This design comes from an exercise in tuning for small area on the open sky130 flow, not from production work. The RTL was checked by simulation tests, not by an equivalence proof against the original design. The clock port is modelled as an ideal driver; clocking choices that lean on that would not hold on a real chip. Power is estimated from default activity; no workload was simulated.

`design/flow/design.v`:
```
`timescale 1ns / 1ps
module bin_to_seg(
    input [3:0] bin,
    output [6:0] disp
);
    wire x3 = bin[3], x2 = bin[2], x1 = bin[1], x0 = bin[0];
    assign disp[0] = (~x3 & ~x2 & ~x1 & x0) | (x2 & ~x1 & ~x0);
    assign disp[1] = x2 & (x1 ^ x0);
    assign disp[2] = ~x2 & x1 & ~x0;
    assign disp[3] = (~x2 & ~x1 & x0) | (x2 & ~(x1 ^ x0));
    assign disp[4] = x0 | (x2 & ~x1);
    assign disp[5] = (x1 & x0) | (~x2 & x1) | (~x3 & ~x2 & x0);
    assign disp[6] = (~x3 & ~x2 & ~x1) | (x2 & x1 & x0);
endmodule
`timescale 1ns / 1ps
module vga_controller (clk, chip_rst, rst, pixel_en, HS, VS, hq, hr, vcounter);
	input clk, chip_rst;
	input rst, pixel_en;
	output reg HS, VS;
	output reg [5:0] hq;
	output reg [4:0] hr;
	output reg [9:0] vcounter;
	wire r19  = hr[4] & hr[1] & hr[0];                                  
	wire hmax = hq[5] & hq[3] & ~|hr;                                   
	wire vmax = vcounter[9] & vcounter[3] & vcounter[2] & vcounter[0];  
	wire hsync = (hq == 6'd32 & (hr[4] | hr[3])) | (hq >= 6'd33 & hq <= 6'd36) |
	             (hq == 6'd37 & ~hr[4] & ~hr[3] & ~hr[2]);
	always @(posedge clk) begin
		if (chip_rst) begin
			hq <= 0;
			hr <= 0;
			vcounter <= 0;
			HS <= 0;
			VS <= 0;
		end else if (pixel_en) begin
			if (rst || hmax) begin
				hq <= 0;
				hr <= 0;
			end else if (r19) begin
				hq <= hq + 1'b1;
				hr <= 0;
			end else
				hr <= hr + 1'b1;
			if (rst) vcounter <= 0;
			else if (hmax) vcounter <= vmax ? 10'd0 : vcounter + 1'b1;
			HS <= ~hsync;
			VS <= ~(vcounter >= 482 && vcounter < 484);
		end
	end
endmodule
`timescale 1ns / 1ps
module VGA_display(chip_rst, rst, clk, pixel_en, R, HS, VS, big_bin);
	input chip_rst, rst, clk;
	input pixel_en;
	input [13:0] big_bin;
	output reg R;
	output HS, VS;
	wire [5:0] hq;
	wire [4:0] hr;
	wire [9:0] v;
	vga_controller vc(.clk(clk), .chip_rst(chip_rst), .rst(rst), .pixel_en(pixel_en),
		.HS(HS), .VS(VS), .hq(hq), .hr(hr), .vcounter(v));
	function ge(input [9:0] x, input [9:0] c);
		integer i;
		reg r;
		begin
			r = 1'b1;
			for (i = 0; i < 10; i = i + 1)
				r = c[i] ? (x[i] & r) : (x[i] | r);
			ge = r;
		end
	endfunction
	function in(input [9:0] x, input [9:0] c1, input [9:0] c2);
		in = ge(x, c1) & ~ge(x, c2 + 10'd1);
	endfunction
	wire [4:0] q = hq[4:0];
	wire rl = ~hr[4] & (~hr[3] | (~hr[2] & ~(hr[1] & hr[0])));  
	wire rm = hr[4] | (hr[3] & hr[2] & hr[1] & hr[0]);          
	wire ru = ~hr[4];                                           
	wire qa = q == 5'd10 | q == 5'd13 | q == 5'd17 | q == 5'd20;  
	wire qb = q == 5'd11 | q == 5'd14 | q == 5'd18 | q == 5'd21;  
	wire qc = q == 5'd12 | q == 5'd15 | q == 5'd19 | q == 5'd22;  
	wire c3 = (q == 5'd10 | q == 5'd11) | (q == 5'd12 & rl);
	wire c2 = (q == 5'd13 | q == 5'd14) | (q == 5'd15 & rl);
	wire c1 = (q == 5'd17 | q == 5'd18) | (q == 5'd19 & rl);
	wire c0 = (q == 5'd20 | q == 5'd21) | (q == 5'd22 & rl);
	wire colL = qa & rl;
	wire colM = (qa & rm) | (qb & ru);
	wire colR = qc & rl;
	wire rA  = in(v, 100, 110);
	wire rBF = in(v, 115, 155);
	wire rCE = in(v, 160, 200);
	wire rD  = in(v, 205, 215);
	wire rG  = in(v, 153, 163);
	wire dot = q == 5'd16 & rl & (in(v, 125, 145) | in(v, 170, 190));
	wire [3:0] dg = ({4{c0}} & big_bin[3:0]) | ({4{c1}} & {1'b0, big_bin[6:4]}) |
	                ({4{c2}} & big_bin[10:7]) | ({4{c3}} & {1'b0, big_bin[13:11]});
	wire [6:0] seg;
	bin_to_seg bts (dg, seg);
	wire lit = (rA & ~seg[0] | rD & ~seg[3]) |
	           colR & (rBF & ~seg[1] | rCE & ~seg[2]) |
	           colL & (rBF & ~seg[5] | rCE & ~seg[4]) |
	           colM & rG & ~seg[6];
	wire any = c0 | c1 | c2 | c3;
	always @(posedge clk) begin
		if (chip_rst) R <= 0;
		else R <= (any & lit) | dot;
	end
endmodule
`timescale 1ns / 1ps
module k_clock_delay(
    input clk, rst,
    output reg [7:0] tb,
    output wrap
);
assign wrap = tb[7] & tb[6] & tb[2] & tb[1] & tb[0];  
always @(posedge clk) begin
	if (rst) tb <= 8'd98;
	else if (wrap) tb <= 0;
	else tb <= tb + 1'b1;
end
endmodule
`timescale 1ns / 1ps
module debugger(
	input clk, rst, clock, clock_rise, up, reset, pause, start, get_min, get_sec,
	input [5:0] num,
	output reg led,
	output reg [13:0] big_bin
);
reg move, strt, tick;
reg [2:0] m1, s1;
reg [3:0] m0, s0;
reg [13:0] prev;  
wire [2:0] n1;
wire [3:0] n0;
assign n1[0] = (num[5] & num[4] & num[2]) | (num[5] & ~num[4] & ~num[3]) | (num[5] & num[4] & num[1]) | (~num[5] & num[4] & ~num[3] & ~num[2]) | (~num[5] & ~num[4] & num[3] & num[2]) | (num[5] & num[4] & num[3]) | (num[4] & num[3] & num[2] & num[1]) | (~num[5] & ~num[4] & num[3] & num[1]);
assign n1[1] = (num[5] & ~num[4] & ~num[3]) | (~num[5] & num[4] & num[2]) | (~num[5] & num[4] & num[3]);
assign n1[2] = (num[5] & num[3]) | (num[5] & num[4]);
assign n0[1] = (~num[5] & ~num[3] & num[2] & num[1]) | (num[5] & ~num[4] & num[3] & num[1]) | (num[5] & ~num[4] & ~num[3] & ~num[1]) | (~num[5] & ~num[4] & ~num[3] & num[1]) | (num[5] & ~num[3] & num[2] & ~num[1]) | (num[5] & num[4] & num[3] & ~num[2] & ~num[1]) | (~num[5] & num[4] & num[3] & ~num[2] & num[1]) | (~num[5] & num[4] & ~num[3] & ~num[2] & ~num[1]) | (~num[5] & ~num[4] & num[3] & num[2] & ~num[1]);
assign n0[2] = (num[5] & ~num[4] & num[2] & ~num[1]) | (~num[5] & num[4] & num[3] & ~num[2]) | (~num[5] & ~num[4] & num[2] & num[1]) | (~num[5] & num[4] & ~num[2] & ~num[1]) | (~num[5] & ~num[4] & ~num[3] & num[2]) | (num[5] & ~num[4] & num[3] & num[2]) | (num[4] & num[3] & ~num[2] & ~num[1]) | (num[5] & ~num[4] & ~num[3] & ~num[2] & num[1]) | (num[5] & num[4] & ~num[3] & num[2] & num[1]);
assign n0[3] = (num[5] & num[4] & num[3] & num[2]) | (num[5] & num[4] & num[3] & num[1]) | (num[4] & num[3] & num[2] & ~num[1]) | (~num[5] & num[4] & ~num[3] & ~num[2] & num[1]) | (~num[5] & ~num[4] & num[3] & ~num[2] & ~num[1]) | (num[5] & num[4] & ~num[3] & ~num[2] & ~num[1]) | (num[5] & ~num[4] & ~num[3] & num[2] & num[1]);
assign n0[0] = num[0] | (num[5] & num[4] & num[3] & num[2]);
function [3:0] step9(input [3:0] d, input up);
	begin
		step9[0] = ~d[0];
		step9[1] = (up & d[1] & ~d[0]) | (~up & d[1] & d[0]) | (up & ~d[3] & ~d[1] & d[0]) | (~up & d[3] & ~d[0]) | (~up & d[2] & ~d[1] & ~d[0]);
		step9[2] = (d[2] & ~d[1] & d[0]) | (d[2] & d[1] & ~d[0]) | (up & d[2] & ~d[0]) | (~up & d[2] & d[0]) | (~up & d[3] & ~d[0]) | (up & ~d[2] & d[1] & d[0]);
		step9[3] = (~up & d[3] & d[0]) | (up & d[3] & ~d[0]) | (up & d[2] & d[1] & d[0]) | (~up & ~d[3] & ~d[2] & ~d[1] & ~d[0]);
	end
endfunction
function [2:0] step5(input [2:0] d, input up);
	begin
		step5[0] = ~d[0];
		step5[1] = (~up & d[1] & d[0]) | (up & d[1] & ~d[0]) | (~up & d[2] & ~d[0]) | (up & ~d[2] & ~d[1] & d[0]);
		step5[2] = (up & d[2] & ~d[0]) | (up & d[1] & d[0]) | (~up & d[2] & d[0]) | (~up & ~d[2] & ~d[1] & ~d[0]);
	end
endfunction
wire s0_w = up ? (s0[3] & s0[0]) : (s0 == 4'd0);
wire s1_w = up ? (s1[2] & s1[0]) : (s1 == 3'd0);
wire m0_w = up ? (m0[3] & m0[0]) : (m0 == 4'd0);
wire zero = (s0 == 4'd0) & (s1 == 3'd0) & (m0 == 4'd0) & (m1 == 3'd0);
wire clr = reset;
wire busy = reset | start | pause;
wire count = clock & tick & move & strt & ~busy;
wire e0 = count & (up | ~zero);
wire e1 = e0 & s0_w;
wire e2 = e1 & s1_w;
wire e3 = e2 & m0_w;
wire ld_m = get_min & ~strt & ~busy;
wire ld_s = get_sec & ~get_min & ~strt & ~busy;
always @(posedge clk) begin
	prev <= {m1, m0, s1, s0};
	if (rst) begin
		m1 <= 0; m0 <= 0; s1 <= 0; s0 <= 0;
		move <= 1; led <= 0; strt <= 0;
		big_bin <= 0;
	end else begin
		if (clock_rise) big_bin <= prev;
		if (clr) begin
			m1 <= 0; m0 <= 0; s1 <= 0; s0 <= 0;
		end else begin
			if (ld_s) begin s1 <= n1; s0 <= n0; end
			else begin
				if (e0) s0 <= step9(s0, up);
				if (e1) s1 <= step5(s1, up);
			end
			if (ld_m) begin m1 <= n1; m0 <= n0; end
			else begin
				if (e2) m0 <= step9(m0, up);
				if (e3) m1 <= step5(m1, up);
			end
		end
		if (reset) begin
			move <= 1; strt <= 0; led <= 0;
		end else if (start) strt <= 1;
		else if (pause) move <= ~move;
		else if (count) led <= ~up & zero;
	end
	if (!clock) tick <= 1;
	else if (count) tick <= 0;
end
endmodule
`timescale 1ns / 1ps
module debouncer(
    input clk,
    input rst,
    input PB,
    output PB_up
);
reg PB_state, PB_sync_0, PB_sync_1;
reg [7:0] PB_cnt;
wire PB_idle = (PB_state == PB_sync_1);
wire low0 = ~|PB_cnt[6:0];
wire PB_cnt_max = PB_cnt[7] & low0;
wire fb = PB_cnt[7] ^ PB_cnt[5] ^ PB_cnt[4] ^ PB_cnt[3] ^ low0;
always @(posedge clk) begin
	if (rst) begin
		PB_sync_0 <= 0;
		PB_sync_1 <= 0;
		PB_state <= 0;
		PB_cnt <= 0;
	end else begin
		PB_sync_0 <= ~PB;
		PB_sync_1 <= PB_sync_0;
		if (PB_idle) PB_cnt <= 0;
		else begin
			PB_cnt <= {PB_cnt[6:0], fb};
			if (PB_cnt_max) PB_state <= PB_sync_1;
		end
	end
end
assign PB_up = ~PB_idle & PB_cnt_max & PB_state;
endmodule
`timescale 1ns / 1ps
module clock_delay(
    input clk, rst, fast,
    output reg clock,
    output clock_rise
);
reg [9:0] count;
reg clock_q;
wire low = ~|count[8:0];
wire fb = count[9] ^ count[6] ^ low;
wire hit = fast ? (count == 10'b1000001001) : (count == 10'b1111010110);
always @(posedge clk) begin
	clock_q <= clock;  
	if (rst) begin
		count <= 0;
		clock <= 0;
	end else begin
		if (hit) begin
			clock <= ~clock;
			count <= 10'd1;
		end else
			count <= {count[8:0], fb};
	end
end
assign clock_rise = clock & ~clock_q;
endmodule
`timescale 1ns / 1ps
module alternate(
    input clk, rst,
    input step,
    input [13:0] big_bin,
    output reg [3:0] small_bin,
    output [3:0] AN
);
reg [1:0] cnt;
reg on;
wire d0 = ~cnt[1] & ~cnt[0], d1 = ~cnt[1] & cnt[0], d2 = cnt[1] & ~cnt[0], d3 = cnt[1] & cnt[0];
wire [3:0] dig = ({4{d0}} & big_bin[3:0]) | ({4{d1}} & {1'b0, big_bin[6:4]}) |
                 ({4{d2}} & big_bin[10:7]) | ({4{d3}} & {1'b0, big_bin[13:11]});
always @(posedge clk) begin
	cnt[0] <= ~rst & (cnt[0] ^ step);
	cnt[1] <= ~rst & (cnt[1] ^ (cnt[0] & step));
	on <= ~rst & (on | step);
	small_bin <= {4{~rst}} & (step ? dig : small_bin);
end
assign AN[0] = on & ~d1;
assign AN[1] = on & ~d2;
assign AN[2] = on & ~d3;
assign AN[3] = on & ~d0;
endmodule
`timescale 1ns / 1ps
module Kitchen_Timer(
	input [5:0] num,
	input un_start, un_pause, un_reset, un_get_min, un_get_sec,
	input fast, up, clk,
	input rst,
	output led,
	output [3:0] AN,
	output [6:0] disp,
	output HS, VS,
	output [2:0] R, G,
	output [1:0] B
);
wire clock, clock_rise;
wire [7:0] tb;    
wire tb_wrap;
wire reset, start, pause, get_min, get_sec;
wire [13:0] big_bin;  
wire [3:0] small_bin;
clock_delay cd0 (clk, rst, fast, clock, clock_rise);
k_clock_delay cd1 (clk, rst, tb, tb_wrap);
debouncer s  (clk, rst, un_start, start);
debouncer p  (clk, rst, un_pause, pause);
debouncer r  (clk, rst, un_reset, reset);
debouncer gm (clk, rst, un_get_min, get_min);
debouncer gs (clk, rst, un_get_sec, get_sec);
debugger d (clk, rst, clock, clock_rise, up, reset, pause, start, get_min, get_sec, num, led, big_bin);
alternate alt (clk, rst, tb_wrap, big_bin, small_bin, AN);
bin_to_seg bts (small_bin, disp);
VGA_display vdisplay (rst, reset, clk, tb[1:0] == 2'b01, R[0], HS, VS, big_bin);
assign R[2:1] = 2'b00;
assign G = 3'b000;
assign B = 2'b00;
endmodule
```
`design/flow/flow/run.sh`:
```
#!/bin/bash
# The standard layout (standard.sh) with these changes:
#  - synthesis: synth_recipe.tcl unchanged except that its abc call uses flow/area.abc,
#    an area-oriented script (deepsyn, then area-recovering mapping), instead of ORFS's
#    speed script; the flip-flops and their names come from the same earlier passes;
#  - after floorplan, combinational cells go to their smallest size (flow/downsize.tcl);
#  - port buffers are buf_1;
#  - the clock tree uses clkbuf_4 and no dummy loads; after CTS, leaf buffers whose
#    flip-flops would see a clock slew near the limit become clkbuf_8 (flow/clk_upsize.tcl).
set -euo pipefail
here=$(pwd)
sed "1a proc abc {args} { set i [lsearch \$args -script]; if {\$i >= 0} { lset args [expr {\$i + 1}] $here/flow/area.abc }; yosys abc {*}\$args }" \
  synth_recipe.tcl > area_synth.tcl
bash standard.sh \
  SYNTH_SCRIPT="$here/area_synth.tcl" \
  POST_FLOORPLAN_TCL="$here/flow/downsize.tcl" \
  BUFFER_PORTS_ARGS="-buffer_cell sky130_fd_sc_hd__buf_1" \
  CTS_ARGS="-sink_clustering_enable -repair_clock_nets -dont_use_dummy_load -buf_list sky130_fd_sc_hd__clkbuf_4" \
  POST_CTS_TCL="$here/flow/clk_upsize.tcl" \
  finish > flow.log 2>&1
```
`design/flow/flow/area.abc`:
```
strash
&get -n
&st
&deepsyn -T 180
&st
&dch
&nf -a -R 1000
&st
&dch
&nf -a -R 1000
&put
```
`design/flow/flow/clk_upsize.tcl`:
```
set limit 0.105
estimate_parasitics -placement
set changed 0
foreach inst [[ord::get_db_block] getInsts] {
  if {[[$inst getMaster] getName] ne "sky130_fd_sc_hd__clkbuf_4"} { continue }
  set worst 0
  foreach iterm [$inst getITerms] {
    if {![$iterm isOutputSignal]} { continue }
    set net [$iterm getNet]
    if {$net eq "NULL"} { continue }
    foreach load [$net getITerms] {
      if {[$load isOutputSignal]} { continue }
      set pin [get_pins -quiet "[[$load getInst] getName]/[[$load getMTerm] getName]"]
      if {$pin eq ""} { continue }
      set s [get_property $pin slew_max]
      if {$s > $worst} { set worst $s }
    }
  }
  if {$worst > $limit} {
    $inst swapMaster [[ord::get_db] findMaster sky130_fd_sc_hd__clkbuf_8]
    incr changed
  }
}
puts "clk_upsize: $changed clock buffers now clkbuf_8"
if {$changed > 0} {
  detailed_placement
  check_placement -verbose
  estimate_parasitics -placement
}
```
`design/flow/flow/downsize.tcl`:
```
# Swap every combinational cell that synthesis sized up for the smallest cell of the
# same family (same function and pins); timing has ample slack at this clock period,
# and the later repair steps fix any slew or capacitance limit this breaks.
set n_swapped 0
foreach inst [[ord::get_db_block] getInsts] {
  set name [[$inst getMaster] getName]
  if {![regexp {^(sky130_fd_sc_hd__[a-z0-9]+)_([0-9]+)$} $name -> base size]} { continue }
  if {[regexp {__(df|edf|sdf|dl|tap|fill|decap|conb|diode)} $base]} { continue }
  set best $name
  set best_area [get_property [get_lib_cells $name] area]
  foreach lc [get_lib_cells ${base}_*] {
    set ln [get_name $lc]
    if {![regexp "^${base}_\[0-9\]+\$" $ln]} { continue }
    set a [get_property $lc area]
    if {$a < $best_area} { set best $ln; set best_area $a }
  }
  if {$best ne $name} {
    $inst swapMaster [[ord::get_db] findMaster $best]
    incr n_swapped
  }
}
puts "downsize: swapped $n_swapped cells to their smallest size"
```
`design/flow/standard.sh`:
```
#!/bin/bash
# synth_recipe.tcl (not shown) runs the flow's synth.tcl, then flattens the netlist and writes it again
# the make line also repeats each setting of config.mk as NAME=value (left out here)
make -C /OpenROAD-flow-scripts/flow DESIGN_CONFIG=/design/flow/config.mk WORK_HOME=/design/flow/orfs CLKGATE_MAP_FILE= SYNTH_SCRIPT=/design/flow/synth_recipe.tcl "${@:-finish}"
```
`design/flow/config.mk`:
```
export PLATFORM = sky130hd
export DESIGN_NAME = Kitchen_Timer
export DESIGN_NICKNAME = Kitchen_Timer
export VERILOG_FILES = /design/flow/design.v
export SDC_FILE = /design/flow/constraint.sdc
export NUM_CORES = 4
export LEC_CHECK = 0
export CAP_MARGIN = 20
export CORE_MARGIN = 2
export CORE_UTILIZATION = 70
export PLACE_DENSITY = 0.85
export SLEW_MARGIN = 20
```
`design/flow/constraint.sdc`:
```
create_clock -name core_clock -period 10.0 [get_ports {clk}]
set_input_delay 2.0000 -clock core_clock [delete_from_list [all_inputs] [get_ports {clk}]]
set_output_delay 2.0000 -clock core_clock [all_outputs]
set_load 0.01 [all_outputs]
```
==> flow_summary.toml <==
[synthesis]
syn_inst = 726
async_flop_share_pct = 0
synth_area_leaders = "dfxtp_1 (47%), nor2_1 (5.0%), and2_0 (4.7%)"
yosysWarnings = 7
yosysTopAreaCell = "dfxtp_1"
synth.distinct_cells = 54
syn-cell-area_um2 = 6477
synth-edff-count = 0
yosysSeqAreaShare_pct = 46.98
ys_ff_latch = 152
ys.flop_type = "dfxtp_1"
avgSynthCellArea_um2 = 8.922
synth_top_area_share_pct = 46.98

[grt]
grt_pass1_vias = 4968
grt-ovfl-total = 0
grt_max_degree = 36
grt_usage_pct = 27.10
antenna_found_initial = 0
grt_pass1_wl_mm = 22.16

[clock_network]
cts_tree = "built"
clk_pin_slew_ps = 90
cts.sinks = 152
clock_latency_ps = 420

[outcome]
status = "no timing/DRC/antenna violations"

[place]
placed_area_um2 = 6711
dpl.cell_count = 867
pre_cts_ws_ps = 4768
place.gp.congestion = 0.8641
place.port_buffers = 29
dp_hpwl_mm = 9.639

[die]
start_util_pct = 71.11
die-area_um2 = 10040
fp-row-count = 35
design.portCount = 37
die_w_um = 100.2
die_h_um = 100.2
core-area_um2 = 9109

[pwr]
p_leak_uw = 0.002651
power.total_uw = 941.8
ir_worst_vdd_uv = 112.2
power.density_nw_per_um2 = 137.0

[timing]
fmax_mhz = 204.1
fin_setup_tns_ps = 0
fin_crit_sh_pct = 49.00
slew_headroom_pct = 33.19
finClkSkew_ps = 30.53
slew_viol_final = 0
setup_ws_ps = 5100
rsz0062_at_grt = "false"
min_period_ps = 4900
setup_violations = 0
hold_viol_final = 0
tightest_slew_ps = 1002

[setup_path]
start_kind = "input pin"
crit_start = "up"
cp.buffers_inverters = 1
crit_arrival_ps = 5200
critPathTopFamily = "compound AO/OA/AOI/OAI gates"
endpoint_kind = "register"
r2r-start = "p.PB_cnt[4]"
max_stage_delay_ps = 520
cp_max_fo = 18
crit_path_cell_trace = "buf_1 > nor4_1 > nand2b_1 > mux2i_1 > a41oi_1 > o21ai_0 > a21oi_1 > nor2b_1 > and2_0 > nor2_1 > o32ai_1"
cp_slowest_cell = "buf_1"
crit_type = "input pin to register"
crit_required_ps = 10300

[cells_and_area]
antennaDiodeCount = 0
area_growth_pct = 6.162
design_area_um2 = 6877
final_nets = 809
fill_cells = 689
layoutNonFillerInstCount = 884
drive_gt1_share_pct = 3.105

[routing]
route.detailed.drc = 0
drt_iter0_markers = 333
vias_per_cell = 6.137
drt-wirelength-per-cell_um = 14.84
ant_nets = 0
drt_wl_total_mm = 13.12
vias = 5425
drtPass1Iterations = 5

[run]
maxCapViolCount = 0

[min_path]
holdCritStartpoint = "d.m1[1]"
min_path_type = "register to register"
-- metrics by stage --
stage / hold slack (ps) / util (%)
detailed placement: 375.8 / 73.68
finish: 388.7 / 75.49
global placement: 374.9 / 73.68
global route: 399.0 / 75.49
floorplan: 364.5 / -
-- metal layers --
metal | routed length [um] | vias to the layer above | share of wire [%] | track usage [%]
met2 | 6546 | 179 | 50 | 47.08
met5 | 0 | - | 0 | 0
met3 | 583 | 30 | 4.4 | 6.407
met1 | 5740 | 2519 | 44 | 32.83
met4 | 248 | 0 | 1.9 | 9.694
li1 | - | 2697 | - | -
-- flip-flops by register name, indices dropped and copies added (netlist names), 5 cells and up --
register	flops
d.prev	14
cd0.count	10
d.big_bin	14
r.PB_cnt	8
s.PB_cnt	8
vdisplay.vc.hr	5
p.PB_cnt	8
cd1.tb	8
gm.PB_cnt	8
gs.PB_cnt	8
vdisplay.vc.vcounter	10
vdisplay.vc.hq	6
-- power breakdown --
| group | internal [uW] | switching, uW | total, uW |
|---|---|---|---|
| clock | 105 | 179 | 284 |
| combinational | 14.0 | 27.4 | 41.4 |
| sequential | 611 | 5.31 | 617 |
| total | 730 | 212 | 942 |
-- area by class of cell --
type                       instances  area (um2)  area share (%)
multi-input combinational        543        3288           47.82
sequential                       152        3043           44.25
clock buffer                      17       165.2           2.402
tap                              111       138.9           2.020
timing repair buffer              32       132.6           1.929
inverter                          29       108.9           1.583
-- kinds of logic (layout without fill, tap and decap cells) --
group                      Yosys count  count (layout)  share of synthesized area [%]
DFF                                152             152                          46.98
AOI/OAI and AO/OA                  172             172                          17.31
xor gates and xnor gates            23              23                          3.110
adders and majority gates           19              19                          3.670
and+or+nand+nor                    313             313                          24.26
other                                1               7                        0.05789
buffers and inverters               37              78                          2.608
muxes                                9               9                          2.009
-- synth_stat cells, drive strengths merged, types with 4 or more instances --
cell type  number
o22ai           8
and2           49
xor2            9
xnor2          14
nor3           30
and3            5
or3             5
nor2           86
ha             19
nand2b          6
a22o           19
or4             8
clkinv         29
buf             8
o21a            8
nor2b          13
a41oi           4
nor4           11
dfxtp         152
nand2          59
mux2i           4
a31oi          18
nand4           6
nand3          22
o21ai          37
a21oi          42
-- cells in the final DEF, fill, tap and decap left out, drive strengths merged, types with 6 or more instances in the layout --
| master | synthesis | routed |
|---|---|---|
| o21ai | 37 | 37 |
| xnor2 | 14 | 14 |
| buf | 8 | 31 |
| and2 | 49 | 49 |
| o21a | 8 | 8 |
| ha | 19 | 19 |
| nor2 | 86 | 86 |
| a21oi | 42 | 42 |
| a22o | 19 | 19 |
| a31oi | 18 | 18 |
| nor4 | 11 | 11 |
| nand2b | 6 | 6 |
| o22ai | 8 | 8 |
| conb | 1 | 7 |
| nand3 | 22 | 22 |
| nor3 | 30 | 30 |
| or4 | 8 | 8 |
| clkbuf | 0 | 18 |
| dfxtp | 152 | 152 |
| nand2 | 59 | 59 |
| nand4 | 6 | 6 |
| xor2 | 9 | 9 |
| clkinv | 29 | 29 |
| nor2b | 13 | 13 |
-- final timing paths --
kind / end / slack, ps / cells after the start
worst max-delay path: d.m0[3] / 5100 / 11
worst min-delay path: d.prev[12] / 390 / 0
worst max register to register: d.m0[3] / 6080 / 15
worst min register to register: d.prev[12] / 390 / 0

[separate check: timing with driven ports]
In the flow no input, the clock included, has a driving cell. The finished layout below was timed again as built, in two steps.
Step 1, drivers: a clkbuf_16 drives clk and a buf_2 each remaining input, both assumed.
Step 2, shift: input delay + t, output delay - t, t = (earliest + latest rising clock arrival at the registers) / 2. This alone moves slack from input paths to output paths.
a / b / c = no drivers / after step 1 / after step 2; a / b = the first two.
shift t [ns]: 0.438
slack for setup (ns): 5.100 / 5.104 / 4.666
worst register clock-pin slew, ns: 0.10 / 0.10
cell pins on the clock port's net: 1
After both steps setup and hold are still met in this run. For this run, drivers alone change the setup slack by +0.004 ns; drivers and shift together by -0.434 ns.
